This design comes from an exercise in tuning for small area and a short achievable clock period on the open sky130 flow, not from production work.
At most, simulation tests tie the RTL to the original design; equivalence was not proved.
Function not checked in runs 6 and 7: the RTL went through the layout flow alone.
Power and IR drop assume default switching activity.

--- flow/config.mk ---
export PLATFORM = sky130hd
export DESIGN_NAME = CPU
export DESIGN_NICKNAME = CPU
export VERILOG_FILES = /design/flow/design.v
export SDC_FILE = /design/flow/constraint.sdc
export NUM_CORES = 4
export LEC_CHECK = 0
export CAP_MARGIN = 20
export CORE_MARGIN = 2
export CORE_UTILIZATION = 80
export CTS_CLUSTER_DIAMETER = 80
export CTS_CLUSTER_SIZE = 24
export SETUP_SLACK_MARGIN = 3.8
export SLEW_MARGIN = 20
--- flow/constraint.sdc ---
create_clock -name core_clock -period 6.2 [get_ports {clock}]
set_input_delay 1.2400 -clock core_clock [delete_from_list [all_inputs] [get_ports {clock}]]
set_output_delay 1.2400 -clock core_clock [all_outputs]
set_load 0.01 [all_outputs]
--- flow/design.v ---
`timescale 1ns / 1ps
module CPU(
    input clock,
    input Load,
    input reset,
    input [7:0] data_in,
    output [7:0] Instruction,
    output [7:0] Acc,
    output [7:0] Mem,
    output [4:0] Program_counter
    );
    reg [7:0] ir;        
    reg [3:0] rda;       
    reg [7:0] rdb;       
    reg [4:0] pc;
    reg [4:0] mar;       
    reg [2:0] xop;       
    reg       run;
    reg [7:0] acc;
    reg [7:0] mdr;       
    reg [31:0] vld;      
    reg [255:0] mem;     
    reg       pv;        
    reg [4:0] pa;        
    reg [7:0] pd;        
    wire [2:0] op = ir[7:5];
    wire [4:0] ad = ir[4:0];
    wire issue = ~Load & (|op);
    wire xalu = xop[2] ^ xop[1];             
    wire xsto = xop == 3'b110;
    wire acc_we = run & ~Load & xalu;
    wire mem_we = run & ~Load & xsto;
    wire [7:0] a = acc;
    wire [7:0] b = mdr;
    wire [7:0] p = a ^ b;
    wire [7:0] g = a & b;
    wire [7:0] o = a | b;
    wire [7:0] g1, p1, g2, p2, g3;
    genvar i;
    generate
        for (i = 0; i < 8; i = i + 1) begin : l1
            if (i % 2 == 1) begin : m
                assign g1[i] = g[i] | (p[i] & g[i-1]);
                assign p1[i] = p[i] & p[i-1];
            end else begin : k
                assign g1[i] = g[i];
                assign p1[i] = p[i];
            end
        end
        for (i = 0; i < 8; i = i + 1) begin : l2
            if (i % 4 >= 2) begin : m
                assign g2[i] = g1[i] | (p1[i] & g1[(i/4)*4+1]);
                assign p2[i] = p1[i] & p1[(i/4)*4+1];
            end else begin : k
                assign g2[i] = g1[i];
                assign p2[i] = p1[i];
            end
        end
        for (i = 0; i < 8; i = i + 1) begin : l3
            if (i >= 4) begin : m
                assign g3[i] = g2[i] | (p2[i] & g2[3]);
            end else begin : k
                assign g3[i] = g2[i];
            end
        end
    endgenerate
    wire [7:0] sum = p ^ {g3[6:0], 1'b0};
    reg [7:0] alu;
    always @(*) begin
        case ({xop[2], xop[0]})
            2'b00: alu = sum;    
            2'b01: alu = g;      
            2'b10: alu = p;      
            default: alu = b;    
        endcase
    end
    wire z_add = ~p[0] & (&(p[7:1] ~^ o[6:0]));
    reg zalu;
    always @(*) begin
        case ({xop[2], xop[0]})
            2'b00: zalu = z_add;
            2'b01: zalu = ~|g;
            2'b10: zalu = ~|p;
            default: zalu = ~|b;
        endcase
    end
    wire zero = xalu ? zalu : ~|a;
    wire [31:0] rsel;
    wire [7:0] rdata;
    generate
        for (i = 0; i < 32; i = i + 1) begin : rs
            assign rsel[i] = rda[i % 4] & rdb[i / 4] & vld[i];
        end
        for (i = 0; i < 8; i = i + 1) begin : rb
            wire [31:0] t;
            genvar j;
            for (j = 0; j < 32; j = j + 1) begin : w
                assign t[j] = rsel[j] & mem[8*j + i];
            end
            wire r1b = rda[3] & rdb[6] & ~vld[27];
            wire r1c = rda[0] & rdb[7] & ~vld[28];
            assign rdata[i] = (|t) | r1b | ((i % 2 == 1) ? r1c : 1'b0);
        end
    endgenerate
    wire fwd = mem_we & (mar == ad);        
    wire pfwd = pv & (pa == ad);            
    always @(posedge clock or posedge reset) begin
        if (reset) begin
            ir  <= 8'd0;
            rda <= 4'b0001;
            rdb <= 8'b00000001;
            pc  <= 5'd0;
            mar <= 5'd0;
            xop <= 3'd0;
            run <= 1'b0;
            acc <= 8'd0;
            mdr <= 8'd0;
            vld <= 32'd0;
        end else begin
            ir  <= data_in;
            rda <= 4'b1 << data_in[1:0];
            rdb <= 8'b1 << data_in[4:2];
            run <= issue;
            if (issue) begin
                mar <= ad;
                xop <= op;
                if (op == 3'b111)
                    pc <= ad;
                else if (op == 3'b001 && zero)
                    pc <= pc + 5'd2;
                else
                    pc <= pc + 5'd1;
                mdr <= fwd ? acc : pfwd ? pd : rdata;
            end else if (mem_we) begin
                mdr <= acc;
            end
            if (acc_we)
                acc <= alu;
            vld <= vld | wsel;
        end
    end
    always @(posedge clock or posedge reset) begin
        if (reset)
            pv <= 1'b0;
        else
            pv <= mem_we;
    end
    always @(posedge clock) begin
        pa <= mar;
        pd <= acc;
    end
    wire [3:0] wra = 4'b1 << pa[1:0];
    wire [7:0] wrb = 8'b1 << pa[4:2];
    wire [31:0] wsel;
    generate
        for (i = 0; i < 32; i = i + 1) begin : ws
            assign wsel[i] = pv & wra[i % 4] & wrb[i / 4];
            always @(posedge clock) begin
                if (wsel[i])
                    mem[8*i +: 8] <= pd;
            end
        end
    endgenerate
    assign Instruction = ir;
    assign Acc = acc;
    assign Mem = mdr;
    assign Program_counter = pc;
endmodule
--- flow/flow/run.sh ---
#!/bin/bash
# Layout: the standard ORFS flow, with the port buffers made plain buffers
# (buf_2) instead of the cell buffer_ports picks by default (a delay cell).
set -euo pipefail
bash standard.sh BUFFER_PORTS_ARGS="-buffer_cell sky130_fd_sc_hd__buf_2" finish > flow_standard.log 2>&1
--- flow/standard.sh ---
#!/bin/bash
# synth_recipe.tcl (not shown) runs the flow's synth.tcl, then flattens the netlist and writes it again
# the make line also repeats each setting of config.mk as NAME=value (left out here)
make -C /OpenROAD-flow-scripts/flow DESIGN_CONFIG=/design/flow/config.mk WORK_HOME=/design/flow/orfs CLKGATE_MAP_FILE= SYNTH_SCRIPT=/design/flow/synth_recipe.tcl "${@:-finish}"
==> run_results.csv, run 1 <==
group,metric,value,unit
yosys,synth-seq-cells,352,
die,initial_core_util,82.1,%
status,status,"stopped before the end",
yosys,synth_most_common_cell,"edfxtp_1",
yosys,yosysTopAreaCell,"edfxtp_1",
status,haltStage,"global routing",
clock_tree,cts_sinks,352,
place,routabilityCongestion,0.996,
yosys,syn_area,13700,µm²
yosys,synth_top_area_share,56.0,%
yosys,syn_avg_cell_area,15.3,µm²
clock_tree,cts_buffers,18,
yosys,mappedNetlistNets,930,
die,die_w,135,µm
global_route,grt_max_degree,84,
sta,endpoint_type,"register data pin",
clock_tree,clockBufferDepth,3,
status,tool.error,"[ERROR GRT-0232] Routing congestion too high. Check the congestion heatmap in the GUI.",
clock_tree,ctsHoldBuffers,0,
die,die_h,135,µm
place,port-buffer-count,39,
die,num_rows,47,
place,dp_hpwl,25.6,mm
die,io-pin-count,40,
sta,worst_endpoint,"pc[2]$_DFFE_PP0P_/D",
yosys,async_flop_share,23.6,%
yosys,synth.distinct_cells,64,
yosys,synth_common_cells,"edfxtp_1, dfrtp_1, a221oi_1, a22o_1, nor2_1",
yosys,synthTopCellsByArea,"edfxtp_1, dfrtp_1, a221oi_1, a22o_1, dfxtp_1",
yosys,synth_flop_cell,"edfxtp_1",
global_route,grt_util_all_layers,97.8,%
yosys,synth-edff-count,256,
yosys,yosysSeqAreaShare,73.1,%
yosys,synth_warnings,1,
yosys,syn_inst,899,
global_route,overflow,753,
clock_tree,htreeDepth,1,
clock_tree,cts_root_buf,"clkbuf_16",
[power by group through the flow]
stage	logic [mW]	clock network (mW)	registers (mW)
3_3_place_gp	0.613	0	3.19
3_5_place_dp	0.648	0	3.21
4_1_cts	0.870	1.29	3.15
2_1_floorplan	0.383	0	3.15
[through the flow]
step	hold slack, ps	cell area (µm²)	std cells	setup slack [ps]
2_1_floorplan	385	13700	899	3820
3_3_place_gp	401	14100	1120	3340
3_5_place_dp	409	14100	1121	3330
4_1_cts	430	15100	1177	3760
[metal layers]
layer / GRT overflow / track usage (%)
met5: 11 / 75.3
met4: 250 / 105
met3: 53 / 88.6
met2: 402 / 108
met1: 37 / 93.2
[cells by family after synthesis]
group                    Yosys count  share of synthesized area (%)
buffers and inverters             70                           2.02
adder cells (fa/ha/maj)           20                           1.99
XOR/XNOR                          19                           1.35
AND/OR/NAND/NOR                  226                           8.92
flip-flops                       352                           73.1
AO/OA/AOI/OAI                    204                           11.9
multiplexers                       8                          0.730
[how the worst max path moves through the flow]
stage | end | start | slack [ps]
2_1_floorplan | acc[5]$_DFFE_PP0P_ | mdr[0]$_DFFE_PP0P_ | 3820
3_3_place_gp | acc[6]$_DFFE_PP0P_ | Load | 3340
3_5_place_dp | acc[6]$_DFFE_PP0P_ | Load | 3330
4_1_cts | Mem[0] | mdr[0]$_DFFE_PP0P_ | 3760
[repair_timing]
action,in CTS
pin swaps,10
setup buffers,24
endpoints found under the hold margin,0
setup endpoints to repair,46
resized for setup,104
==> run 2, diff against run 1 <==
--- a/flow/config.mk
+++ b/flow/config.mk
@@ -7,8 +7,8 @@
 export LEC_CHECK = 0
 export CAP_MARGIN = 20
 export CORE_MARGIN = 2
-export CORE_UTILIZATION = 80
+export CORE_UTILIZATION = 70
 export CTS_CLUSTER_DIAMETER = 80
 export CTS_CLUSTER_SIZE = 24
-export SETUP_SLACK_MARGIN = 3.8
+export SETUP_SLACK_MARGIN = 3.7
 export SLEW_MARGIN = 20
==> run_results.csv, run 2 <==
group,metric,value,unit
global_route,antenna_found_initial,0,
detailed_routing,drt-total-wl,37.8,mm
sta,slew_headroom,11.2,%
yosys,synth_common_cells,"edfxtp_1, dfrtp_1, a221oi_1, a22o_1, nor2_1",
clock_tree,ctsHoldBuffers,0,
pwr,p_sw_share,27.6,%
place,dp_hpwl,24.0,mm
cells_and_area,drive_above_1_share,20.4,%
setup_path,timing.rr.start,"rdb[2]$_DFF_PP0_",
die,coreArea,19300,µm²
global_route,top_usage_layer,"met2",
global_route,met3_usage,8.94,%
global_route,grt_max_degree,84,
yosys,synth_top_family_by_area,"compound AO/OA/AOI/OAI gates",
yosys,synthXorXnorAreaFrac,1.35,%
cells_and_area,diodes,0,
detailed_routing,final_antenna_net_count,0,
place,port-buffer-count,39,
cells_and_area,fin_area,15000,µm²
place,routabilityCongestion,0.979,
hold_path,worstHoldPathCells,0,
die,die_h,144,µm
sta,final_hold_viol_count,0,
cells_and_area,final_common_cell,"edfxtp_1",
clock_tree,cts_tree,"done",
sta,whs,417,ps
place,placed_area,14200,µm²
cells_and_area,top_register,"mem",
setup_path,critPathKind,"flop to flop",
sta,rsz0062_at_grt,"yes",
global_route,grt_pass1_wl,53.9,mm
global_route,overflow,0,
setup_path,crit_slowest_cell,"dfrtp_1",
detailed_routing,drt_iter0_markers,1278,
global_route,grtUsageMet2,56.7,%
yosys,synth_warnings,1,
sta,fin_crit,2550,ps
yosys,synthTopCellsByArea,"edfxtp_1, dfrtp_1, a221oi_1, a22o_1, dfxtp_1",
die,io-pin-count,40,
setup_path,arrival,2930,ps
pwr,finalPower,5.18,mW
sta,clock.fmax,393,MHz
pwr,ir_worst_vdd,288,µV
yosys,yosysSeqAreaShare,73.1,%
sta,final_max_slew_viol_count,0,
cells_and_area,layout.nets,967,
global_route,grt_util_all_layers,37.0,%
setup_path,rrSetupSlack,3650,ps
sta,skew,19.2,ps
yosys,syn_avg_cell_area,15.3,µm²
setup_path,cp-start-kind,"flop",
setup_path,worstSetupStartpoint,"rdb[2]$_DFF_PP0_",
status,status,"no timing/DRC/antenna violations",
die,die_w,144,µm
sta,setup_tns,0,ps
place,dp_cells,1172,
pwr,switchingPower,1.43,mW
die,num_rows,51,
global_route,met1_usage,50.9,%
yosys,synth-edff-count,256,
yosys,synth_most_common_cell,"edfxtp_1",
sta,min_period_over_period,41.1,%
setup_path,reg2reg_depth,6,
yosys,synth_compound_area_share,11.9,%
detailed_routing,via_per_inst,7.24,
global_route,grt_pass1_vias,8377,
clock_tree,cts_root_buf,"clkbuf_16",
yosys,syn_area,13700,µm²
cells_and_area,filler_cell_count,1136,
clock_tree,cts_buffers,18,
setup_path,cp.required,6590,ps
yosys,synth.distinct_cells,64,
setup_path,cp_max_fo,8,
yosys,mappedNetlistNets,930,
clock_tree,clockBufferDepth,3,
detailed_routing,num_vias,8782,
run,drv_cap,0,
die,die-area,20700,µm²
yosys,synth-adder-area-share,1.99,%
cells_and_area,reg_top3,"mem (256), vld (32)",
detailed_routing,post_drt_wl_per_cell,31.1,µm
cells_and_area,stdcell_count,1213,
hold_path,hold_path_class,"flop to flop",
clock_tree,clock_latency,520,ps
yosys,yosysTopAreaCell,"edfxtp_1",
setup_path,cp-endpoint,"mdr[5]$_DFFE_PP0P_",
clock_tree,clkTransAtPathRegs,100,ps
setup_path,reg2reg_to,"mdr[5]$_DFFE_PP0P_",
yosys,muxShareOfSynthArea,0.730,%
yosys,synth_top_area_share,56.0,%
pwr,p_leak,5.49,nW
clock_tree,htreeDepth,1,
yosys,synth-seq-cells,352,
detailed_routing,drc,0,
pwr,sequentialPowerShare,60.4,%
pwr,p_per_area,346,nW/µm²
pwr,clock_power_share,24.9,%
cells_and_area,areaGrowthSynthToFinish,9.16,%
cells_and_area,final_cell_mix,"edfxtp_1, dfrtp_1, a22o_1, a221oi_1, nand2_1",
cells_and_area,largest_register_ffs,256,
sta,tightest_slew,1330,ps
pwr,combPwrFrac,14.7,%
yosys,async_flop_share,23.6,%
clock_tree,cts_sinks,352,
sta,setup_viol,0,
setup_path,max_stage_delay,480,ps
setup_path,cp_cell_sequence,"and3_1 > a22o_1 > a221oi_1 > nand4_1 > o32ai_1 > a21oi_1",
yosys,synthSimpleGateAreaFrac,8.92,%
yosys,syn_inst,899,
pwr,cell_internal_pwr,3.75,mW
detailed_routing,dr.pass1.iters,6,
die,initial_core_util,70.9,%
setup_path,cp-end-kind,"flop",
yosys,synth_flop_cell,"edfxtp_1",
run 2: cell counts after synthesis:
Identical to the previous run, type by type.
run 2: layout make-up:
type | instances | area [µm²] | share of cell area, %
inverter | 24 | 97.6 | 0.652
clock inverter | 1 | 8.76 | 0.0585
tap | 265 | 332 | 2.21
timing repair buffer | 63 | 387 | 2.58
sequential | 352 | 10000 | 67.1
clock buffer | 31 | 520 | 3.48
multi-input combinational | 477 | 3580 | 23.9
run 2: metal layers:
metal | share of wire [%] | up-vias
li1 | - | 3585
met3 | 14 | 144
met2 | 45 | 731
met5 | 0 | -
met4 | 6.0 | 0
met1 | 35 | 4322
run 2: power by group through the flow:
stage / Clock (mW) / Sequential, mW / Combinational (mW)
after floorplan: 0 / 3.14 / 0.380
after global placement: 0 / 3.16 / 0.643
after detailed placement: 0 / 3.18 / 0.678
after CTS: 1.29 / 3.12 / 0.723
after global routing: 1.36 / 3.15 / 0.832
final: 1.29 / 3.13 / 0.762
run 2: through the flow:
step	utilization [%]	setup slack, ps
2_1_floorplan	-	3730
3_3_place_gp	73.2	3340
3_5_place_dp	73.4	3250
4_1_cts	76.7	3700
5_1_grt	77.4	3640
6_report	77.4	3650
run 2: worst min path at each step:
stage,from,to
5_1_grt,mar[2]$_DFFE_PP0P_,pa[2]$_DFF_P_
3_5_place_dp,mar[2]$_DFFE_PP0P_,pa[2]$_DFF_P_
6_report,mar[4]$_DFFE_PP0P_,pa[4]$_DFF_P_
3_3_place_gp,mar[1]$_DFFE_PP0P_,pa[1]$_DFF_P_
4_1_cts,mar[2]$_DFFE_PP0P_,pa[2]$_DFF_P_
2_1_floorplan,mar[1]$_DFFE_PP0P_,pa[1]$_DFF_P_
run 2: cells by family after synthesis:
logic type / Yosys count
xor gates and xnor gates: 19
adders and majority gates: 20
buffers and inverters: 70
DFF: 352
AOI/OAI and AO/OA: 204
muxes: 8
and+or+nand+nor: 226
run 2: repair_timing:
item / in CTS / in global routing
setup buffers: 6 / 3
gates resized for setup: 23 / 28
setup endpoints to repair: 11 / 17
hold endpoints to repair: 0 / 0
cloned: 0 / 0
pin swaps: 1 / 3
run 2: worst max-delay path, delay by kind of cell (launching register included):
| kind | cells | cell delay (ps) |
|---|---|---|
| DFF | 1 | 480 |
| and+or+nand+nor | 2 | 720 |
| AOI/OAI and AO/OA | 4 | 1220 |
==> run 3, diff against run 2 <==
--- a/flow/config.mk
+++ b/flow/config.mk
@@ -10,5 +10,5 @@
 export CORE_UTILIZATION = 70
 export CTS_CLUSTER_DIAMETER = 80
 export CTS_CLUSTER_SIZE = 24
-export SETUP_SLACK_MARGIN = 3.7
+export SETUP_SLACK_MARGIN = 3.8
 export SLEW_MARGIN = 20
==> run_results.csv, run 3 <==
group,metric,value,unit
yosys,yosysSeqAreaShare,73.1,%
yosys,yosysTopAreaCell,"edfxtp_1",
sta,final_max_slew_viol_count,0,
setup_path,cp-start-kind,"flop",
die,die_h,144,µm
sta,skew,25.7,ps
global_route,grt_pass1_vias,8579,
yosys,async_flop_share,23.6,%
global_route,grt_pass1_wl,54.6,mm
yosys,syn_inst,899,
setup_path,max_stage_delay,450,ps
setup_path,reg2reg_to,"mdr[0]$_DFFE_PP0P_",
clock_tree,clock_latency,520,ps
yosys,synth_warnings,1,
status,status,"no timing/DRC/antenna violations",
sta,setup_tns,0,ps
yosys,synth.distinct_cells,64,
place,routabilityCongestion,0.944,
pwr,p_leak,5.56,nW
cells_and_area,top_register,"mem",
yosys,synth_flop_cell,"edfxtp_1",
pwr,ir_worst_vdd,326,µV
setup_path,arrival,1220,ps
sta,final_hold_viol_count,0,
global_route,grt_max_degree,45,
sta,setup_viol,0,
global_route,grt_util_all_layers,37.5,%
sta,slew_headroom,13.2,%
clock_tree,ctsHoldBuffers,0,
clock_tree,htreeDepth,1,
setup_path,timing.rr.start,"rda[3]$_DFF_PP0_",
yosys,syn_avg_cell_area,15.3,µm²
clock_tree,clkTransAtPathRegs,100,ps
cells_and_area,reg_top3,"mem (256), vld (32)",
setup_path,cp_max_fo,4,
detailed_routing,final_antenna_net_count,0,
clock_tree,cts_root_buf,"clkbuf_16",
setup_path,cp_cell_sequence,"buf_6 > buf_6",
yosys,synth-seq-cells,352,
clock_tree,cts_sinks,352,
cells_and_area,largest_register_ffs,256,
yosys,syn_area,13700,µm²
yosys,mappedNetlistNets,930,
detailed_routing,dr.pass1.iters,5,
detailed_routing,drc,0,
run,drv_cap,0,
yosys,synth-edff-count,256,
detailed_routing,via_per_inst,7.29,
place,port-buffer-count,39,
hold_path,hold_path_class,"flop to flop",
die,num_rows,51,
detailed_routing,num_vias,8978,
cells_and_area,areaGrowthSynthToFinish,11.8,%
hold_path,worstHoldPathCells,0,
cells_and_area,layout.nets,985,
setup_path,critPathKind,"flop to output port",
clock_tree,cts_tree,"done",
detailed_routing,post_drt_wl_per_cell,31.2,µm
die,io-pin-count,40,
setup_path,crit_path_frequent_cell,"buf_6",
yosys,synth_most_common_cell,"edfxtp_1",
pwr,p_per_area,349,nW/µm²
yosys,synth_top_area_share,56.0,%
cells_and_area,post-route-util,79.3,%
sta,clock.fmax,406,MHz
cells_and_area,final_common_cell,"edfxtp_1",
setup_path,worstSetupStartpoint,"mdr[0]$_DFFE_PP0P_",
place,dp_hpwl,24.2,mm
setup_path,crit_slowest_cell,"dfrtp_2",
setup_path,cp.required,4960,ps
global_route,antenna_found_initial,0,
die,die_w,144,µm
setup_path,cp-end-kind,"output port",
sta,tightest_slew,1300,ps
cells_and_area,seqCellArea,10100,µm²
clock_tree,cts_buffers,19,
cells_and_area,stdcell_count,1231,
detailed_routing,drt-total-wl,38.4,mm
cells_and_area,final_cell_mix,"edfxtp_1, a22o_1, a221oi_1, dfrtp_1, nand2_1",
die,coreArea,19300,µm²
clock_tree,clockBufferDepth,3,
cells_and_area,filler_cell_count,1097,
place,dp_cells,1165,
cells_and_area,drive_above_1_share,26.9,%
sta,min_period_over_period,39.7,%
hold_path,hold_end,"pa[3]$_DFF_P_",
setup_path,reg2reg_depth,6,
cells_and_area,multi_input_area,3750,µm²
cells_and_area,diodes,0,
sta,rsz0062_at_grt,"yes",
setup_path,rrSetupSlack,3800,ps
hold_path,hp-start,"mar[3]$_DFFE_PP0P_",
global_route,overflow,0,
yosys,synth_common_cells,"edfxtp_1, dfrtp_1, a221oi_1, a22o_1, nor2_1",
sta,fin_crit,2460,ps
yosys,synthTopCellsByArea,"edfxtp_1, dfrtp_1, a221oi_1, a22o_1, dfxtp_1",
die,die-area,20700,µm²
detailed_routing,drt_iter0_markers,1350,
die,initial_core_util,70.9,%
-- run 3: worst max-delay path, delay by kind of cell (launching register included) --
family	cells	cell delay, ps
buf+inv	2	250
flops	1	450
-- run 3: metrics by stage --
stage               total power [mW]  setup WS (ps)  hold slack (ps)  area (µm²)
finish                          5.35           3740              417       15300
detailed placement              3.86           3320              402       14100
global placement                3.82           3320              398       14100
floorplan                       3.53           3820              385       13700
CTS                             5.21           3740              417       15000
global route                    5.52           3720              424       15300
-- run 3: area by class of cell --
cell class	instances	area share [%]
Inverter	24	0.620
Sequential cell	352	65.7
Clock inverter	2	0.237
Tap cell	265	2.16
Clock buffer	31	3.39
Multi-Input combinational cell	477	24.4
Timing Repair Buffer	80	3.49
-- run 3: per-layer routing --
metal  up-vias  GRT usage [%]  routed length (µm)
li1       3623              -                   -
met1      4423           51.6               13300
met2       760           58.0               17600
met3       170           8.97                5210
met4         2           16.5                2240
met5         -           2.01                  53
-- run 3: worst max-delay path by stage --
stage / endpoint / slack (ps) / depth (start not counted)
finish: Mem[0] / 3740 / 2
global route: Mem[0] / 3720 / 2
CTS: Mem[0] / 3740 / 2
detailed placement: acc[6]$_DFFE_PP0P_ / 3320 / 4
global placement: acc[6]$_DFFE_PP0P_ / 3320 / 4
floorplan: acc[5]$_DFFE_PP0P_ / 3820 / 10
-- run 3: cell families (layout without fill, tap and decap cells) --
| family | Yosys count | in the layout | share of synthesized area, % |
|---|---|---|---|
| DFF | 352 | 352 | 73.1 |
| and+or+nand+nor | 226 | 226 | 8.92 |
| AOI/OAI and AO/OA | 204 | 204 | 11.9 |
| buffers and inverters | 70 | 137 | 2.02 |
| adders and majority gates | 20 | 20 | 1.99 |
| xor gates and xnor gates | 19 | 19 | 1.35 |
| muxes | 8 | 8 | 0.730 |
-- run 3: repair_timing --
item	CTS	global route
pin swaps	7	11
gates resized for setup	67	50
buffers inserted	15	18
setup endpoints to repair	27	34
-- run 3: where the power goes --
| group | internal [mW] | total (mW) | switching, mW |
|---|---|---|---|
| clock | 0.594 | 1.32 | 0.723 |
| combinational | 0.374 | 0.844 | 0.469 |
| sequential | 2.89 | 3.19 | 0.303 |
| total | 3.85 | 5.35 | 1.50 |
==> run 4, diff against run 3 <==
--- a/flow/config.mk
+++ b/flow/config.mk
@@ -10,5 +10,6 @@
 export CORE_UTILIZATION = 70
 export CTS_CLUSTER_DIAMETER = 80
 export CTS_CLUSTER_SIZE = 24
+export PLACE_DENSITY = 0.75
 export SETUP_SLACK_MARGIN = 3.8
 export SLEW_MARGIN = 20
==> run_results.csv, run 4 <==
group,metric,value,unit
yosys,synth-seq-cells,352,
place,dp_hpwl,24.2,mm
pwr,p_per_area,349,nW/µm²
setup_path,cp-end-kind,"output port",
clock_tree,clockBufferDepth,3,
place,port-buffer-count,39,
setup_path,cp_num_buf_inv,2,
pwr,p_leak,5.56,nW
yosys,synth_flop_cell,"edfxtp_1",
sta,setup_viol,0,
run,drv_cap,0,
sta,final_max_slew_viol_count,0,
setup_path,timing.rr.start,"rda[3]$_DFF_PP0_",
die,die_h,144,µm
status,status,"no timing/DRC/antenna violations",
global_route,grt_pass1_wl,54.6,mm
hold_path,worstHoldPathCells,0,
setup_path,cp.required,4960,ps
detailed_routing,dr.pass1.iters,5,
detailed_routing,drc,0,
yosys,synth_top_area_share,56.0,%
yosys,mappedNetlistNets,930,
detailed_routing,via_per_inst,7.29,
yosys,async_flop_share,23.6,%
sta,final_hold_viol_count,0,
die,io-pin-count,40,
setup_path,cp_cell_sequence,"buf_6 > buf_6",
sta,setup_tns,0,ps
detailed_routing,num_vias,8978,
clock_tree,ctsHoldBuffers,0,
cells_and_area,top_register,"mem",
yosys,synth_warnings,1,
setup_path,crit_path_frequent_cell,"buf_6",
setup_path,path_delay_family,"flip-flops",
yosys,syn_inst,899,
clock_tree,clock_latency,520,ps
cells_and_area,drive_above_1_share,26.9,%
setup_path,critPathKind,"flop to output port",
cells_and_area,areaGrowthSynthToFinish,11.8,%
sta,fin_crit,2460,ps
die,initial_core_util,70.9,%
global_route,grt_max_degree,45,
sta,rsz0062_at_grt,"yes",
setup_path,crit_slowest_cell,"dfrtp_2",
detailed_routing,drt-total-wl,38.4,mm
setup_path,reg2reg_depth,6,
yosys,synth_most_common_cell,"edfxtp_1",
cells_and_area,reg_top3,"mem (256), vld (32)",
die,die-area,20700,µm²
clock_tree,clkTransAtPathRegs,100,ps
clock_tree,cts_root_buf,"clkbuf_16",
yosys,syn_area,13700,µm²
yosys,yosysSeqAreaShare,73.1,%
setup_path,cp-start-kind,"flop",
sta,clock.fmax,406,MHz
detailed_routing,final_antenna_net_count,0,
die,coreArea,19300,µm²
hold_path,hold_end,"pa[3]$_DFF_P_",
clock_tree,htreeDepth,1,
cells_and_area,largest_register_ffs,256,
sta,min_period_over_period,39.7,%
sta,whs,417,ps
clock_tree,cts_buffers,19,
global_route,grt_util_all_layers,37.5,%
pwr,ir_worst_vdd,326,µV
cells_and_area,diodes,0,
setup_path,max_stage_delay,450,ps
setup_path,arrival,1220,ps
detailed_routing,post_drt_wl_per_cell,31.2,µm
cells_and_area,final_common_cell,"edfxtp_1",
detailed_routing,drt_iter0_markers,1350,
yosys,synth_common_cells,"edfxtp_1, dfrtp_1, a221oi_1, a22o_1, nor2_1",
cells_and_area,filler_cell_count,1097,
cells_and_area,layout.nets,985,
global_route,overflow,0,
yosys,syn_avg_cell_area,15.3,µm²
yosys,synth-edff-count,256,
global_route,grt_pass1_vias,8579,
setup_path,reg2reg_to,"mdr[0]$_DFFE_PP0P_",
hold_path,hold_path_class,"flop to flop",
clock_tree,cts_tree,"done",
place,routabilityCongestion,0.944,
setup_path,rrSetupSlack,3800,ps
yosys,synthTopCellsByArea,"edfxtp_1, dfrtp_1, a221oi_1, a22o_1, dfxtp_1",
cells_and_area,final_cell_mix,"edfxtp_1, a22o_1, a221oi_1, dfrtp_1, nand2_1",
yosys,synth.distinct_cells,64,
sta,skew,25.7,ps
hold_path,hp-start,"mar[3]$_DFFE_PP0P_",
sta,slew_headroom,13.2,%
yosys,yosysTopAreaCell,"edfxtp_1",
global_route,antenna_found_initial,0,
setup_path,cp_max_fo,4,
die,die_w,144,µm
die,num_rows,51,
clock_tree,cts_sinks,352,
sta,tightest_slew,1300,ps
run 4: cell counts in the layout (fill, tap and decap cells not counted):
Identical to the previous run, type by type.
run 4: power breakdown:
part           leakage (nW)  internal [mW]  switching [mW]
clock network         0.265          0.594           0.723
logic                  1.85          0.374           0.469
registers              3.45           2.89           0.303
run 4: cell type report:
cell class | instances | area [µm²] | share of cell area [%]
timing repair buffer | 80 | 536 | 3.49
tap | 265 | 332 | 2.16
clock buffer | 31 | 520 | 3.39
multi-input combinational | 477 | 3750 | 24.4
sequential | 352 | 10100 | 65.7
inverter | 24 | 95.1 | 0.620
clock inverter | 2 | 36.3 | 0.237
run 4: metrics by stage:
stage | total power [mW] | instances | instance area [µm²] | utilization, % | setup WS [ps]
6_report | 5.35 | 1231 | 15300 | 79.3 | 3740
5_1_grt | 5.52 | 1231 | 15300 | 79.3 | 3720
4_1_cts | 5.21 | 1213 | 15000 | 77.6 | 3740
3_5_place_dp | 3.86 | 1165 | 14100 | 73.2 | 3320
3_3_place_gp | 3.82 | 1165 | 14100 | 73.1 | 3320
2_1_floorplan | 3.53 | 899 | 13700 | - | 3820
run 4: cells by family (layout without fill, tap and decap cells):
family | after synthesis | in the layout | synth area share (%)
compound gates | 204 | 204 | 11.9
xor+xnor | 19 | 19 | 1.35
fa+ha+maj | 20 | 20 | 1.99
buf+inv | 70 | 137 | 2.02
flops | 352 | 352 | 73.1
mux | 8 | 8 | 0.730
simple gates | 226 | 226 | 8.92
run 4: worst max path at each step:
stage	start	to	slack [ps]	cells past startpoint
final	mdr[0]$_DFFE_PP0P_	Mem[0]	3740	2
after global routing	mdr[0]$_DFFE_PP0P_	Mem[0]	3720	2
after CTS	mdr[0]$_DFFE_PP0P_	Mem[0]	3740	2
after detailed placement	Load	acc[6]$_DFFE_PP0P_	3320	4
after global placement	Load	acc[6]$_DFFE_PP0P_	3320	4
after floorplan	mdr[0]$_DFFE_PP0P_	acc[5]$_DFFE_PP0P_	3820	10
run 4: layer usage:
| layer | vias to the layer above | track usage [%] | part of all wire [%] |
|---|---|---|---|
| met5 | - | 2.01 | 0.14 |
| met4 | 2 | 16.5 | 5.8 |
| met3 | 170 | 8.97 | 14 |
| met2 | 760 | 58.0 | 46 |
| met1 | 4423 | 51.6 | 35 |
| li1 | 3623 | - | - |
run 4: timing repair:
action	in CTS	in global routing
setup buffers	15	18
hold endpoints to repair	0	0
pin swaps	7	11
endpoints found under the setup margin	27	34
gates resized for setup	67	50
run 4: worst reg2reg max path, stage by stage (launching register included):
cell	delay, ps
dfrtp_2	500
and3_2	330
a22o_1	290
a221oi_1	270
nand4_1	350
o32ai_2	430
a21oi_1	120
==> run 5, diff against run 4 <==
--- a/flow/config.mk
+++ b/flow/config.mk
@@ -8,8 +8,7 @@
 export CAP_MARGIN = 20
 export CORE_MARGIN = 2
 export CORE_UTILIZATION = 70
-export CTS_CLUSTER_DIAMETER = 80
-export CTS_CLUSTER_SIZE = 24
-export PLACE_DENSITY = 0.75
+export CTS_CLUSTER_DIAMETER = 90
+export CTS_CLUSTER_SIZE = 27
 export SETUP_SLACK_MARGIN = 3.8
 export SLEW_MARGIN = 20
==> run_results.csv, run 5 <==
group,metric,value,unit
yosys,synth-seq-cells,352,
place,routabilityCongestion,0.944,
yosys,synth_top_area_share,56.0,%
cells_and_area,diodes,0,
global_route,grt_util_all_layers,37.4,%
global_route,grt_pass1_wl,54.3,mm
detailed_routing,dr.pass1.iters,6,
hold_path,hold_path_class,"flop to flop",
die,die_h,144,µm
detailed_routing,dr_wl_met3,5.30,mm
die,initial_core_util,70.9,%
sta,min_period_over_period,39.6,%
cells_and_area,filler_cell_count,1088,
detailed_routing,met2_wirelength,17.4,mm
setup_path,cp_num_buf_inv,2,
place,port-buffer-count,39,
pwr,p_per_area,345,nW/µm²
cells_and_area,drive_above_1_share,27.2,%
cells_and_area,areaGrowthSynthToFinish,11.6,%
cells_and_area,reg_top3,"mem (256), vld (32)",
yosys,yosysSeqAreaShare,73.1,%
setup_path,cp-end-kind,"output port",
detailed_routing,drc,0,
detailed_routing,met1Wirelength,13.5,mm
yosys,synth_flop_cell,"edfxtp_1",
sta,fin_crit,2460,ps
setup_path,crit_slowest_cell,"dfrtp_2",
sta,final_max_slew_viol_count,0,
sta,tightest_slew,1240,ps
global_route,overflow,0,
setup_path,path_delay_family,"flip-flops",
yosys,syn_area,13700,µm²
yosys,syn_avg_cell_area,15.3,µm²
detailed_routing,top_layer,"met5",
sta,setup_viol,0,
yosys,synth_common_cells,"edfxtp_1, dfrtp_1, a221oi_1, a22o_1, nor2_1",
yosys,synth-edff-count,256,
clock_tree,cts_sinks,352,
sta,setup_tns,0,ps
yosys,syn_inst,899,
status,status,"no timing/DRC/antenna violations",
global_route,grt_max_degree,45,
die,die-area,20700,µm²
yosys,mappedNetlistNets,930,
sta,clock.fmax,407,MHz
die,io-pin-count,40,
place,dp_hpwl,24.2,mm
clock_tree,cts_tree,"done",
global_route,antenna_found_initial,1,
sta,slew_headroom,17.3,%
sta,final_hold_viol_count,0,
global_route,grt_pass1_vias,8483,
setup_path,cp-start-kind,"flop",
yosys,synthTopCellsByArea,"edfxtp_1, dfrtp_1, a221oi_1, a22o_1, dfxtp_1",
detailed_routing,drt-total-wl,38.5,mm
yosys,synth_most_common_cell,"edfxtp_1",
run,drv_cap,0,
die,die_w,144,µm
cells_and_area,layout.nets,984,
sta,skew,40.2,ps
cells_and_area,largest_register_ffs,256,
yosys,async_flop_share,23.6,%
yosys,synth.distinct_cells,64,
setup_path,max_stage_delay,450,ps
clock_tree,cts_buffers,17,
detailed_routing,drt_iter0_markers,1257,
detailed_routing,final_antenna_net_count,0,
die,coreArea,19300,µm²
setup_path,crit_path_frequent_cell,"buf_6",
pwr,p_leak,5.54,nW
setup_path,arrival,1220,ps
clock_tree,htreeDepth,1,
cells_and_area,top_register,"mem",
pwr,finalPower,5.29,mW
pwr,ir_worst_vdd,251,µV
setup_path,critPathKind,"flop to output port",
setup_path,cp.required,4960,ps
setup_path,cp_max_fo,4,
die,num_rows,51,
setup_path,cp_cell_sequence,"buf_6 > buf_6",
clock_tree,cts_root_buf,"clkbuf_16",
detailed_routing,via_per_inst,7.25,
clock_tree,clkTransAtPathRegs,100,ps
sta,whs,426,ps
detailed_routing,post_drt_wl_per_cell,31.4,µm
clock_tree,ctsHoldBuffers,0,
yosys,synth_warnings,1,
detailed_routing,num_vias,8897,
yosys,yosysTopAreaCell,"edfxtp_1",
cells_and_area,final_cell_mix,"edfxtp_1, a22o_1, a221oi_1, dfrtp_1, nand2_1",
clock_tree,clock_latency,520,ps
clock_tree,clockBufferDepth,3,
cells_and_area,final_common_cell,"edfxtp_1",
sta,rsz0062_at_grt,"yes",
[run 5: cell count changes in the layout (fill, tap and decap cells not counted), moves of 3 or more]
cell | before | now
buf_6 | 6 | 10
inv_1 | 20 | 15
inv_4 | 0 | 3
and3_2 | 14 | 11
inv_2 | 2 | 5
[run 5: path summary, 6_finish.rpt]
path | start | to | slack, ps | cells past startpoint
setup / recovery | acc[5]$_DFFE_PP0P_ | Acc[5] | 3740 | 2
hold / removal | mar[2]$_DFFE_PP0P_ | pa[2]$_DFF_P_ | 430 | 0
setup reg to reg | mdr[6]$_DFFE_PP0P_ | pc[4]$_DFFE_PP0P_ | 3780 | 9
hold reg to reg | mar[2]$_DFFE_PP0P_ | pa[2]$_DFF_P_ | 430 | 0
max in group asynchronous | reset | rda[3]$_DFF_PP0_ | 4240 | 3
min in group asynchronous | reset | mdr[2]$_DFFE_PP0P_ | 890 | 2
[run 5: routing by layer]
| metal | vias to the layer above | GRT usage (%) |
|---|---|---|
| li1 | 3619 | - |
| met1 | 4346 | 50.8 |
| met2 | 763 | 57.7 |
| met3 | 165 | 9.24 |
| met4 | 4 | 18.2 |
| met5 | - | 1.50 |
[run 5: stage by stage]
step / cells / cell area (µm²) / util, % / setup slack, ps
2_1_floorplan: 899 / 13700 / - / 3820
3_3_place_gp: 1165 / 14100 / 73.1 / 3320
3_5_place_dp: 1165 / 14100 / 73.2 / 3320
4_1_cts: 1209 / 14900 / 77.2 / 3750
5_1_grt: 1228 / 15300 / 79.2 / 3720
6_report: 1228 / 15300 / 79.2 / 3740
[run 5: power breakdown]
part,switching [mW],internal [mW],leakage (nW)
sequential,0.302,2.89,3.45
combinational,0.481,0.391,1.85
clock,0.699,0.531,0.235
[run 5: cells by family (layout without fill, tap and decap cells)]
logic type,count (synthesis),count (layout),share of synthesized area (%)
AO/OA/AOI/OAI,204,204,11.9
XOR/XNOR,19,19,1.35
adder cells (fa/ha/maj),20,20,1.99
buffers and inverters,70,134,2.02
flip-flops,352,352,73.1
multiplexers,8,8,0.730
AND/OR/NAND/NOR,226,226,8.92
[run 5: what timing repair did]
action / 4_1_cts / 5_1_grt
buffers inserted: 15 / 18
endpoints found under the setup margin: 25 / 32
pin swaps: 8 / 15
resized for setup: 61 / 66
[run 5: final cells by class]
class | count | area, µm² | area share, %
Inverter | 24 | 101 | 0.662
Sequential cell | 352 | 10100 | 65.8
Multi-Input combinational cell | 477 | 3750 | 24.5
Clock inverter | 2 | 32.5 | 0.212
Timing Repair Buffer | 81 | 563 | 3.68
Clock buffer | 27 | 463 | 3.02
Tap cell | 265 | 332 | 2.17
==> run 6, diff against run 5 <==
--- a/flow/design.v
+++ b/flow/design.v
@@ -22,7 +22,6 @@
     reg [255:0] mem;     
     reg       pv;        
     reg [4:0] pa;        
-    reg [7:0] pd;        
     wire [2:0] op = ir[7:5];
     wire [4:0] ad = ir[4:0];
     wire issue = ~Load & (|op);
@@ -130,7 +129,7 @@
                     pc <= pc + 5'd2;
                 else
                     pc <= pc + 5'd1;
-                mdr <= fwd ? acc : pfwd ? pd : rdata;
+                mdr <= (fwd | pfwd) ? acc : rdata;
             end else if (mem_we) begin
                 mdr <= acc;
             end
@@ -147,7 +146,6 @@
     end
     always @(posedge clock) begin
         pa <= mar;
-        pd <= acc;
     end
     wire [3:0] wra = 4'b1 << pa[1:0];
     wire [7:0] wrb = 8'b1 << pa[4:2];
@@ -157,7 +155,7 @@
             assign wsel[i] = pv & wra[i % 4] & wrb[i / 4];
             always @(posedge clock) begin
                 if (wsel[i])
-                    mem[8*i +: 8] <= pd;
+                    mem[8*i +: 8] <= acc;
             end
         end
     endgenerate
--- a/flow/config.mk
+++ b/flow/config.mk
@@ -8,7 +8,7 @@
 export CAP_MARGIN = 20
 export CORE_MARGIN = 2
 export CORE_UTILIZATION = 70
-export CTS_CLUSTER_DIAMETER = 90
-export CTS_CLUSTER_SIZE = 27
+export CTS_CLUSTER_DIAMETER = 80
+export CTS_CLUSTER_SIZE = 24
 export SETUP_SLACK_MARGIN = 3.8
 export SLEW_MARGIN = 20
==> run_results.csv, run 6 <==
group,metric,value,unit
sta,slew_headroom,15.8,%
setup_path,path_delay_family,"adder cells",
setup_path,crit_slowest_cell,"dfrtp_4",
sta,fin_crit,2550,ps
detailed_routing,num_vias,9205,
setup_path,timing.rr.start,"acc[0]$_DFFE_PP0P_",
setup_path,crit_path_frequent_cell,"fa_2",
die,die_w,143,µm
setup_path,critPathKind,"flop to flop",
yosys,yosysTopAreaCell,"edfxtp_1",
yosys,mappedNetlistNets,937,
global_route,grt_pass1_wl,58.1,mm
clock_tree,cts_tree,"done",
clock_tree,cts_buffers,18,
global_route,grt_util_all_layers,40.6,%
cells_and_area,drive_above_1_share,28.5,%
die,initial_core_util,71.9,%
cells_and_area,post-route-util,82.3,%
sta,clock.fmax,392,MHz
cells_and_area,diodes,0,
sta,setup_viol,0,
place,port-buffer-count,39,
setup_path,cp_num_buf_inv,1,
yosys,synth-edff-count,256,
setup_path,cp_cell_sequence,"ha_4 > inv_2 > fa_2 > nor2b_1 > o21a_1 > nor2_1 > fa_2 > mux4_2 > o21ai_2",
sta,final_max_slew_viol_count,0,
detailed_routing,drc,0,
yosys,synth-adder-area-share,2.01,%
place,dpl_worst_slack,3150,ps
sta,min_period_over_period,41.2,%
yosys,syn_area,13500,µm²
yosys,synth_top_area_share,56.8,%
pwr,p_leak,5.71,nW
cells_and_area,top_register,"mem",
cells_and_area,final_cell_mix,"edfxtp_1, dfrtp_1, buf_4, nand2_1, a22o_1",
setup_path,cp.required,6620,ps
sta,final_hold_viol_count,0,
place,dp_hpwl,23.9,mm
clock_tree,cts_sinks,344,
clock_tree,ctsHoldBuffers,0,
clock_tree,htreeDepth,1,
detailed_routing,drt-total-wl,40.9,mm
yosys,synth-seq-cells,344,
run,drv_cap,0,
hold_path,hold_path_class,"flop to flop",
yosys,synth_flop_cell,"edfxtp_1",
yosys,syn_inst,906,
setup_path,cp-end-kind,"flop",
setup_path,worstSetupStartpoint,"acc[0]$_DFFE_PP0P_",
sta,setup_tns,0,ps
yosys,synth.distinct_cells,60,
global_route,grt_pass1_vias,8931,
hold_path,hp-start,"mar[1]$_DFFE_PP0P_",
yosys,synthSimpleGateAreaFrac,9.88,%
cells_and_area,areaGrowthSynthToFinish,14.4,%
yosys,synth_top_family_by_area,"compound AO/OA/AOI/OAI gates",
cells_and_area,largest_register_ffs,256,
cells_and_area,filler_cell_count,957,
yosys,synthXorXnorAreaFrac,1.23,%
status,status,"no timing/DRC/antenna violations",
sta,rsz0062_at_grt,"yes",
die,io-pin-count,40,
yosys,syn_avg_cell_area,15.0,µm²
die,die-area,20500,µm²
detailed_routing,post_drt_wl_per_cell,32.6,µm
yosys,synthTopCellsByArea,"edfxtp_1, dfrtp_1, a22o_1, a221oi_1, a22oi_1",
detailed_routing,final_antenna_net_count,0,
global_route,overflow,0,
global_route,grt_max_degree,45,
yosys,synth_warnings,1,
yosys,async_flop_share,24.1,%
yosys,synth_common_cells,"edfxtp_1, dfrtp_1, nor2_1",
clock_tree,cts_root_buf,"clkbuf_16",
setup_path,cp_max_fo,6,
detailed_routing,dr.pass1.iters,8,
cells_and_area,final_common_cell,"edfxtp_1",
yosys,muxShareOfSynthArea,0.998,%
clock_tree,clkTransAtPathRegs,90,ps
die,die_h,143,µm
die,coreArea,18800,µm²
yosys,synth_compound_area_share,11.0,%
pwr,ir_worst_vdd,343,µV
setup_path,max_stage_delay,470,ps
detailed_routing,drt_iter0_markers,1521,
setup_path,arrival,2970,ps
place,routabilityCongestion,0.934,
pwr,p_per_area,364,nW/µm²
cells_and_area,fin_area,15500,µm²
global_route,antenna_found_initial,1,
place,placed_area,14100,µm²
detailed_routing,via_per_inst,7.34,
clock_tree,clock_latency,520,ps
cells_and_area,layout.nets,1013,
sta,worst_slack,3650,ps
yosys,synth_most_common_cell,"edfxtp_1",
setup_path,cp-start-kind,"flop",
die,num_rows,50,
sta,tightest_slew,1260,ps
sta,skew,23.5,ps
yosys,yosysSeqAreaShare,72.8,%
cells_and_area,reg_top3,"mem (256), vld (32)",
clock_tree,clockBufferDepth,3,
-- run 6: changes by cell type after synthesis, moves of 7 or more --
cell and delta:
a221oi_1 -13, o22ai_1 -10, dfxtp_1 -8, nand2_1 +7
a22oi_1 +28, a22o_1 -11, nor2_1 +7
-- run 6: worst reg2reg max path, cell delays in order, from the launching register on --
cell and delay, ps:
dfrtp_4 470, ha_4 160, inv_2 40, fa_2 330, nor2b_1 170, o21a_1 190, nor2_1 60, fa_2 410
mux4_2 470, o21ai_2 170
-- run 6: stage by stage --
stage | total power [mW] | cells | hold slack (ps)
detailed placement | 3.90 | 1164 | 399
finish | 5.64 | 1254 | 421
CTS | 5.43 | 1228 | 419
global placement | 3.85 | 1164 | 393
global route | 5.80 | 1254 | 449
floorplan | 3.56 | 906 | 385
-- run 6: routing by layer --
metal | vias to the layer above | routed length, µm | GRT usage [%]
met2 | 805 | 18500 | 63.0
met3 | 182 | 6330 | 11.8
met4 | 0 | 2340 | 16.3
met1 | 4564 | 13700 | 55.0
met5 | - | 0 | 0
li1 | 3654 | - | -
-- run 6: cells by family (layout without fill, tap and decap cells) --
group,Yosys count,after routing
DFF,344,344
and+or+nand+nor,253,253
buffers and inverters,71,159
adders and majority gates,20,20
xor gates and xnor gates,19,19
AOI/OAI and AO/OA,189,189
muxes,10,10
-- run 6: worst paths after layout --
check                                     endpoint  slack, ps  cells past startpoint
worst max-delay path            acc[4]$_DFFE_PP0P_       3650                      9
worst min-delay path                 pa[1]$_DFF_P_        420                      0
worst max register to register  acc[4]$_DFFE_PP0P_       3650                      9
worst min register to register       pa[1]$_DFF_P_        420                      0
max in group asynchronous       acc[5]$_DFFE_PP0P_       4170                      3
min in group asynchronous         rda[3]$_DFF_PP0_        880                      2
-- run 6: power breakdown --
group	leakage, nW	switching, mW	internal [mW]
combinational	2.06	0.796	0.579
clock	0.256	0.717	0.586
sequential	3.39	0.153	2.81
total	5.71	1.67	3.98
-- run 6: area by class of cell --
cell class	count	area [µm²]	share of cell area (%)
clock buffer	31	520	3.36
multi-input combinational	491	3780	24.4
tap	260	325	2.10
inverter	24	100	0.646
timing repair buffer	103	833	5.38
clock inverter	1	16.3	0.105
sequential	344	9920	64.0
-- run 6: timing repair --
item | in CTS | in global routing
buffers inserted | 32 | 24
gates cloned | 0 | 0
endpoints found under the setup margin | 38 | 41
gates resized for setup | 52 | 57
pin swaps | 2 | 10
==> run 7, diff against run 6 <==
--- a/flow/config.mk
+++ b/flow/config.mk
@@ -10,5 +10,6 @@
 export CORE_UTILIZATION = 70
 export CTS_CLUSTER_DIAMETER = 80
 export CTS_CLUSTER_SIZE = 24
+export PLACE_DENSITY = 0.8
 export SETUP_SLACK_MARGIN = 3.8
 export SLEW_MARGIN = 20
==> run_results.csv, run 7 <==
group,metric,value,unit
cells_and_area,drive_above_1_share,26.5,%
hold_path,worstHoldPathCells,0,
yosys,synth.distinct_cells,60,
global_route,grt_max_degree,44,
pwr,sequentialPowerShare,52.1,%
yosys,async_flop_share,24.1,%
cells_and_area,final_common_cell,"edfxtp_1",
yosys,synthTopCellsByArea,"edfxtp_1, dfrtp_1, a22o_1, a221oi_1, a22oi_1",
pwr,p_per_area,368,nW/µm²
yosys,synth_top_area_share,56.8,%
cells_and_area,final_cell_mix,"edfxtp_1, dfrtp_1, nand2_1, buf_4",
setup_path,cp_cell_sequence,"ha_4 > inv_2 > fa_2 > nor2b_1 > o21a_1 > o21ai_0 > a21oi_1 > mux2_2 > a311oi_1 > o21ai_0",
die,io-pin-count,40,
setup_path,max_stage_delay,470,ps
sta,rsz0062_at_grt,"yes",
global_route,antenna_found_initial,0,
sta,worst_slack,3530,ps
clock_tree,clkTransAtPathRegs,90,ps
yosys,synth-edff-count,256,
clock_tree,cts_sinks,344,
die,initial_core_util,71.9,%
status,status,"no timing/DRC/antenna violations",
sta,setup_tns,0,ps
sta,min_period_over_period,43.0,%
sta,skew,14.1,ps
setup_path,cp.required,6560,ps
yosys,yosysTopAreaCell,"edfxtp_1",
die,num_rows,50,
setup_path,path_delay_family,"compound AO/OA/AOI/OAI gates",
die,die_w,143,µm
yosys,syn_avg_cell_area,15.0,µm²
yosys,synth_common_cells,"edfxtp_1, dfrtp_1, nor2_1",
detailed_routing,drt-total-wl,40.2,mm
cells_and_area,top_register,"mem",
pwr,combPwrFrac,25.2,%
sta,clock.fmax,375,MHz
setup_path,cp_max_fo,5,
setup_path,crit_path_frequent_cell,"o21ai_0",
cells_and_area,filler_cell_count,951,
sta,fin_crit,2670,ps
global_route,grt_util_all_layers,40.6,%
detailed_routing,drt_iter0_markers,1564,
clock_tree,cts_buffers,18,
clock_tree,htreeDepth,1,
setup_path,cp_num_buf_inv,1,
die,die_h,143,µm
clock_tree,ctsHoldBuffers,0,
pwr,p_leak,5.71,nW
clock_tree,cts_tree,"done",
pwr,p_sw_share,29.6,%
cells_and_area,stdcell_count,1252,
detailed_routing,dr.pass1.iters,7,
cells_and_area,diodes,0,
global_route,overflow,0,
sta,final_hold_viol_count,0,
yosys,syn_inst,906,
cells_and_area,largest_register_ffs,256,
place,dp_hpwl,23.6,mm
sta,final_max_slew_viol_count,0,
clock_tree,clockBufferDepth,3,
run,drv_cap,0,
cells_and_area,multi_input_area,3720,µm²
yosys,synth_most_common_cell,"edfxtp_1",
pwr,ir_worst_vdd,462,µV
cells_and_area,reg_top3,"mem (256), vld (32)",
yosys,yosysSeqAreaShare,72.8,%
sta,slew_headroom,14.0,%
hold_path,hold_path_class,"flop to flop",
setup_path,reg2reg_depth,10,
setup_path,critPathKind,"flop to flop",
yosys,synth_flop_cell,"edfxtp_1",
sta,tightest_slew,1280,ps
yosys,syn_area,13500,µm²
place,dpl_worst_slack,3170,ps
clock_tree,cts_root_buf,"clkbuf_16",
die,die-area,20500,µm²
pwr,clock_power_share,22.7,%
yosys,synth-seq-cells,344,
pwr,switchingPower,1.68,mW
yosys,synth_warnings,1,
clock_tree,clock_latency,510,ps
detailed_routing,via_per_inst,7.28,
detailed_routing,post_drt_wl_per_cell,32.1,µm
place,routabilityCongestion,0.979,
setup_path,cp-end-kind,"flop",
cells_and_area,areaGrowthSynthToFinish,13.8,%
detailed_routing,final_antenna_net_count,0,
yosys,mappedNetlistNets,937,
global_route,grt_pass1_wl,58.1,mm
place,port-buffer-count,39,
setup_path,cp-start-kind,"flop",
setup_path,arrival,3030,ps
setup_path,crit_slowest_cell,"dfrtp_4",
pwr,cell_internal_pwr,3.99,mW
detailed_routing,drc,0,
cells_and_area,layout.nets,1011,
sta,setup_viol,0,
place,dp_cells,1167,
die,coreArea,18800,µm²
detailed_routing,num_vias,9118,
global_route,grt_pass1_vias,8749,
setup_path,cp_num_cells,10,
cells_and_area,seqCellArea,9920,µm²
run 7: cell count changes in the layout (fill, tap and decap cells not counted), sizes merged:
cell,previous run,this run
buf,103,100
bufbuf,0,1
clkbuf,31,30
clkinv,0,1
run 7: cells by family (layout without fill, tap and decap cells):
kind of cell	after synthesis	count (layout)	share of synthesized area [%]
AO/OA/AOI/OAI	189	189	11.0
AND/OR/NAND/NOR	253	253	9.88
flip-flops	344	344	72.8
adder cells (fa/ha/maj)	20	20	2.01
XOR/XNOR	19	19	1.23
buffers and inverters	71	157	2.03
multiplexers	10	10	0.998
run 7: layout make-up:
class / instances / area share, %
Sequential cell: 344 / 64.3
Timing Repair Buffer: 101 / 5.33
Tap cell: 260 / 2.11
Multi-Input combinational cell: 491 / 24.1
Clock buffer: 30 / 3.35
Inverter: 24 / 0.641
Clock inverter: 2 / 0.154
run 7: worst paths after layout:
kind / startpoint / end / slack (ps)
setup / recovery: acc[0]$_DFFE_PP0P_ / acc[7]$_DFFE_PP0P_ / 3530
hold / removal: mar[4]$_DFFE_PP0P_ / pa[4]$_DFF_P_ / 430
setup reg to reg: acc[0]$_DFFE_PP0P_ / acc[7]$_DFFE_PP0P_ / 3530
hold reg to reg: mar[4]$_DFFE_PP0P_ / pa[4]$_DFF_P_ / 430
max in group asynchronous: reset / acc[0]$_DFFE_PP0P_ / 4210
min in group asynchronous: reset / rdb[4]$_DFF_PP0_ / 890
run 7: power groups by stage:
stage | Clock [mW] | Combinational, mW | Sequential, mW
6_report | 1.29 | 1.43 | 2.96
2_1_floorplan | 0 | 0.478 | 3.08
5_1_grt | 1.35 | 1.51 | 2.96
4_1_cts | 1.28 | 1.27 | 2.96
3_5_place_dp | 0 | 0.698 | 3.21
3_3_place_gp | 0 | 0.664 | 3.19
run 7: per-layer routing:
layer | GRT usage, % | share of wire [%]
met1 | 55.5 | 33
met5 | 0 | 0
met3 | 11.2 | 15
met2 | 61.4 | 45
met4 | 20.0 | 6.1
run 7: per-stage QoR:
| stage | hold slack (ps) | util, % | instance area (µm²) | power [mW] |
|---|---|---|---|---|
| detailed placement | 407 | 74.9 | 14100 | 3.91 |
| CTS | 428 | 80.6 | 15200 | 5.50 |
| finish | 429 | 81.9 | 15400 | 5.67 |
| global placement | 393 | 74.7 | 14100 | 3.85 |
| floorplan | 385 | - | 13700 | 3.56 |
| global route | 441 | 81.9 | 15400 | 5.82 |
run 7: timing repair:
item,4_1_cts,5_1_grt
pin swaps,4,8
setup buffers,39,13
endpoints found under the setup margin,38,33
gates resized for setup,49,37
gates cloned,1,0
==> run 8, diff against run 7 <==
--- a/flow/design.v
+++ b/flow/design.v
@@ -22,6 +22,7 @@
     reg [255:0] mem;     
     reg       pv;        
     reg [4:0] pa;        
+    reg [7:0] pd;        
     wire [2:0] op = ir[7:5];
     wire [4:0] ad = ir[4:0];
     wire issue = ~Load & (|op);
@@ -129,7 +130,7 @@
                     pc <= pc + 5'd2;
                 else
                     pc <= pc + 5'd1;
-                mdr <= (fwd | pfwd) ? acc : rdata;
+                mdr <= fwd ? acc : pfwd ? pd : rdata;
             end else if (mem_we) begin
                 mdr <= acc;
             end
@@ -146,6 +147,7 @@
     end
     always @(posedge clock) begin
         pa <= mar;
+        pd <= acc;
     end
     wire [3:0] wra = 4'b1 << pa[1:0];
     wire [7:0] wrb = 8'b1 << pa[4:2];
@@ -155,7 +157,7 @@
             assign wsel[i] = pv & wra[i % 4] & wrb[i / 4];
             always @(posedge clock) begin
                 if (wsel[i])
-                    mem[8*i +: 8] <= acc;
+                    mem[8*i +: 8] <= pd;
             end
         end
     endgenerate
==> flow/flow/run.sh (replaced) <==
#!/bin/bash
# Layout: the standard ORFS flow, with the port buffers made plain buffers
# (buf_2) instead of the cell buffer_ports picks by default (a delay cell),
# and clock tree synthesis without dummy balancing loads.
set -euo pipefail
bash standard.sh BUFFER_PORTS_ARGS="-buffer_cell sky130_fd_sc_hd__buf_2" \
  CTS_ARGS="-sink_clustering_enable -repair_clock_nets -sink_clustering_size 24 -sink_clustering_max_diameter 80 -dont_use_dummy_load" \
  finish > flow_standard.log 2>&1
--- a/flow/config.mk
+++ b/flow/config.mk
@@ -10,6 +10,5 @@
 export CORE_UTILIZATION = 70
 export CTS_CLUSTER_DIAMETER = 80
 export CTS_CLUSTER_SIZE = 24
-export PLACE_DENSITY = 0.8
 export SETUP_SLACK_MARGIN = 3.8
 export SLEW_MARGIN = 20
==> run_results.csv, run 8 <==
group,metric,value,unit
status,status,"no timing/DRC/antenna violations",
hold_path,hold_path_class,"flop to flop",
global_route,grt_util_all_layers,37.4,%
sta,setup_tns,0,ps
cells_and_area,fin_area,15200,µm²
detailed_routing,final_antenna_net_count,0,
pwr,ir_worst_vdd,265,µV
sta,whs,375,ps
place,port-buffer-count,39,
sta,final_hold_viol_count,0,
yosys,mappedNetlistNets,930,
clock_tree,cts_sinks,352,
cells_and_area,final_common_cell,"edfxtp_1",
cells_and_area,layout.nets,982,
setup_path,arrival,2850,ps
die,die-area,20700,µm²
pwr,p_leak,5.51,nW
cells_and_area,filler_cell_count,1106,
detailed_routing,drt_iter0_markers,1253,
clock_tree,clock_latency,510,ps
detailed_routing,via_per_inst,7.31,
clock_tree,cts_tree,"done",
detailed_routing,post_drt_wl_per_cell,31.5,µm
place,placed_area,14100,µm²
detailed_routing,dr.pass1.iters,6,
die,coreArea,19300,µm²
pwr,p_per_area,345,nW/µm²
global_route,overflow,0,
setup_path,critPathKind,"flop to flop",
cells_and_area,diodes,0,
setup_path,cp_cell_sequence,"and3_2 > a22o_1 > a221oi_1 > nand4_1 > o32ai_2 > a21oi_1",
detailed_routing,drc,0,
yosys,synth_warnings,1,
setup_path,path_delay_family,"compound AO/OA/AOI/OAI gates",
sta,fin_crit,2480,ps
yosys,syn_inst,899,
yosys,syn_area,13700,µm²
place,dp_cells,1165,
yosys,synth-edff-count,256,
setup_path,cp_num_buf_inv,0,
cells_and_area,areaGrowthSynthToFinish,11.0,%
clock_tree,htreeDepth,1,
cells_and_area,top_register,"mem",
cells_and_area,reg_top3,"mem (256), vld (32)",
global_route,grt_max_degree,45,
sta,rsz0062_at_grt,"yes",
sta,clock.fmax,404,MHz
yosys,async_flop_share,23.6,%
cells_and_area,final_cell_mix,"edfxtp_1, a22o_1, a221oi_1, dfrtp_1, nand2_1",
sta,setup_viol,0,
place,dp_hpwl,24.2,mm
setup_path,max_stage_delay,500,ps
yosys,synth_most_common_cell,"edfxtp_1",
yosys,yosysSeqAreaShare,73.1,%
clock_tree,cts_root_buf,"clkbuf_16",
sta,slew_headroom,12.3,%
die,io-pin-count,40,
sta,tightest_slew,1310,ps
setup_path,crit_slowest_cell,"dfrtp_2",
die,initial_core_util,70.9,%
yosys,yosysTopAreaCell,"edfxtp_1",
global_route,grt_pass1_wl,54.5,mm
die,die_w,144,µm
clock_tree,clkTransAtPathRegs,100,ps
sta,min_period_over_period,39.9,%
setup_path,cp-start-kind,"flop",
die,die_h,144,µm
cells_and_area,stdcell_count,1214,
sta,skew,49.9,ps
setup_path,cp-end-kind,"flop",
place,routabilityCongestion,0.944,
clock_tree,cts_buffers,19,
yosys,synthTopCellsByArea,"edfxtp_1, dfrtp_1, a221oi_1, a22o_1, dfxtp_1",
setup_path,cp.required,6570,ps
clock_tree,clockBufferDepth,3,
yosys,synth-seq-cells,352,
yosys,synth_common_cells,"edfxtp_1, dfrtp_1, a221oi_1, a22o_1, nor2_1",
cells_and_area,drive_above_1_share,26.4,%
yosys,syn_avg_cell_area,15.3,µm²
setup_path,cp_max_fo,8,
yosys,synth_flop_cell,"edfxtp_1",
sta,final_max_slew_viol_count,0,
clock_tree,ctsHoldBuffers,0,
run,drv_cap,0,
global_route,grt_pass1_vias,8588,
cells_and_area,largest_register_ffs,256,
detailed_routing,num_vias,8879,
global_route,antenna_found_initial,0,
yosys,synth.distinct_cells,64,
yosys,synth_top_area_share,56.0,%
detailed_routing,drt-total-wl,38.3,mm
die,num_rows,51,
==> run 8: area by class of cell <==
type	instances	area [µm²]	area share [%]
repair buffers	77	500	3.29
multi-input cells	477	3760	24.7
flip-flops and latches	352	10100	66.1
clock buffers	19	475	3.12
well taps	265	332	2.18
inverters	24	95.1	0.624
==> run 8: final timing paths <==
kind | to | slack, ps | cells after the start | start
worst max-delay path | mdr[0]$_DFFE_PP0P_ | 3720 | 6 | rda[2]$_DFF_PP0_
worst min-delay path | pa[3]$_DFF_P_ | 380 | 0 | mar[3]$_DFFE_PP0P_
worst max register to register | mdr[0]$_DFFE_PP0P_ | 3720 | 6 | rda[2]$_DFF_PP0_
worst min register to register | pa[3]$_DFF_P_ | 380 | 0 | mar[3]$_DFFE_PP0P_
max in group asynchronous | vld[17]$_DFF_PP0_ | 4240 | 3 | reset
min in group asynchronous | ir[0]$_DFF_PP0_ | 880 | 2 | reset
==> run 8: metrics by stage <==
step	total power [mW]	util, %	setup slack, ps
5_1_grt	5.42	78.8	3720
6_report	5.25	78.8	3720
3_3_place_gp	3.82	73.1	3320
4_1_cts	5.11	77.1	3750
3_5_place_dp	3.86	73.2	3320
2_1_floorplan	3.53	-	3820
==> run 8: logic make-up (layout without fill, tap and decap cells) <==
| logic type | Yosys count | in the layout | synth area share, % |
|---|---|---|---|
| DFF | 352 | 352 | 73.1 |
| and+or+nand+nor | 226 | 226 | 8.92 |
| AOI/OAI and AO/OA | 204 | 204 | 11.9 |
| buffers and inverters | 70 | 120 | 2.02 |
| adders and majority gates | 20 | 20 | 1.99 |
| xor gates and xnor gates | 19 | 19 | 1.35 |
| muxes | 8 | 8 | 0.730 |
==> run 8: metal layers <==
layer	routed length (µm)	GRT usage (%)	up-vias	part of all wire (%)
met5	0	0	-	0
met4	2240	17.3	0	5.9
met3	5140	8.48	162	13
met2	17500	58.2	741	46
met1	13400	51.3	4376	35
li1	-	-	3600	-
==> run 8: power by group <==
group	switching [mW]	total, mW	internal [mW]
Combinational	0.468	0.836	0.368
Clock	0.678	1.23	0.549
Sequential	0.305	3.19	2.89
==> run 8: what timing repair did <==
action                                  in CTS  in global routing
pin swaps                                    7                 13
resized for setup                           66                 47
endpoints found under the setup margin      26                 29
setup buffers                               14                 16
==> run 8: worst reg2reg max path: stages, from the launching register on <==
cell and delay, ps:
dfrtp_2 500, and3_2 300, a22o_1 280, a221oi_1 460, nand4_1 230, o32ai_2 440
a21oi_1 130

## what the ideal ports hide
How much do the figures lean on ideal ports? The routed layouts below were timed once more, with nothing changed but the port constraints. Step 1, drivers: a clkbuf_16 drives clock and a buf_2 each remaining input, both assumed. Step 2 times the ports against the registers' clock, not the clock port: input delays grow and output delays shrink by t, the midpoint of the rising clock arrivals with the driver on. a / b / c = no drivers / after step 1 / after step 2; a / b = the first two.
| run | t (ns) | setup WS [ns] | latest minus earliest clock arrival (ns) | cell pins on the clock port's net |
|---|---|---|---|---|
| run 2 | 0.558 | 3.652 / 3.652 / 3.371 | 0.020 / 0.019 | 1 |
| run 3 | 0.557 | 3.739 / 3.687 / 3.420 | 0.027 / 0.027 | 1 |
| run 4 | 0.557 | 3.739 / 3.687 / 3.420 | 0.027 / 0.027 | 1 |
| run 5 | 0.549 | 3.743 / 3.694 / 3.378 | 0.040 / 0.040 | 1 |
| run 6 | 0.554 | 3.647 / 3.628 / 3.389 | 0.024 / 0.024 | 1 |
| run 7 | 0.550 | 3.532 / 3.532 / 3.395 | 0.018 / 0.017 | 1 |
| run 8 | 0.537 | 3.724 / 3.699 / 3.437 | 0.051 / 0.051 | 1 |
After both steps every run listed still meets setup and hold. For run 5, which loses most, drivers alone change the setup slack by -0.049 ns; drivers and shift together by -0.365 ns.
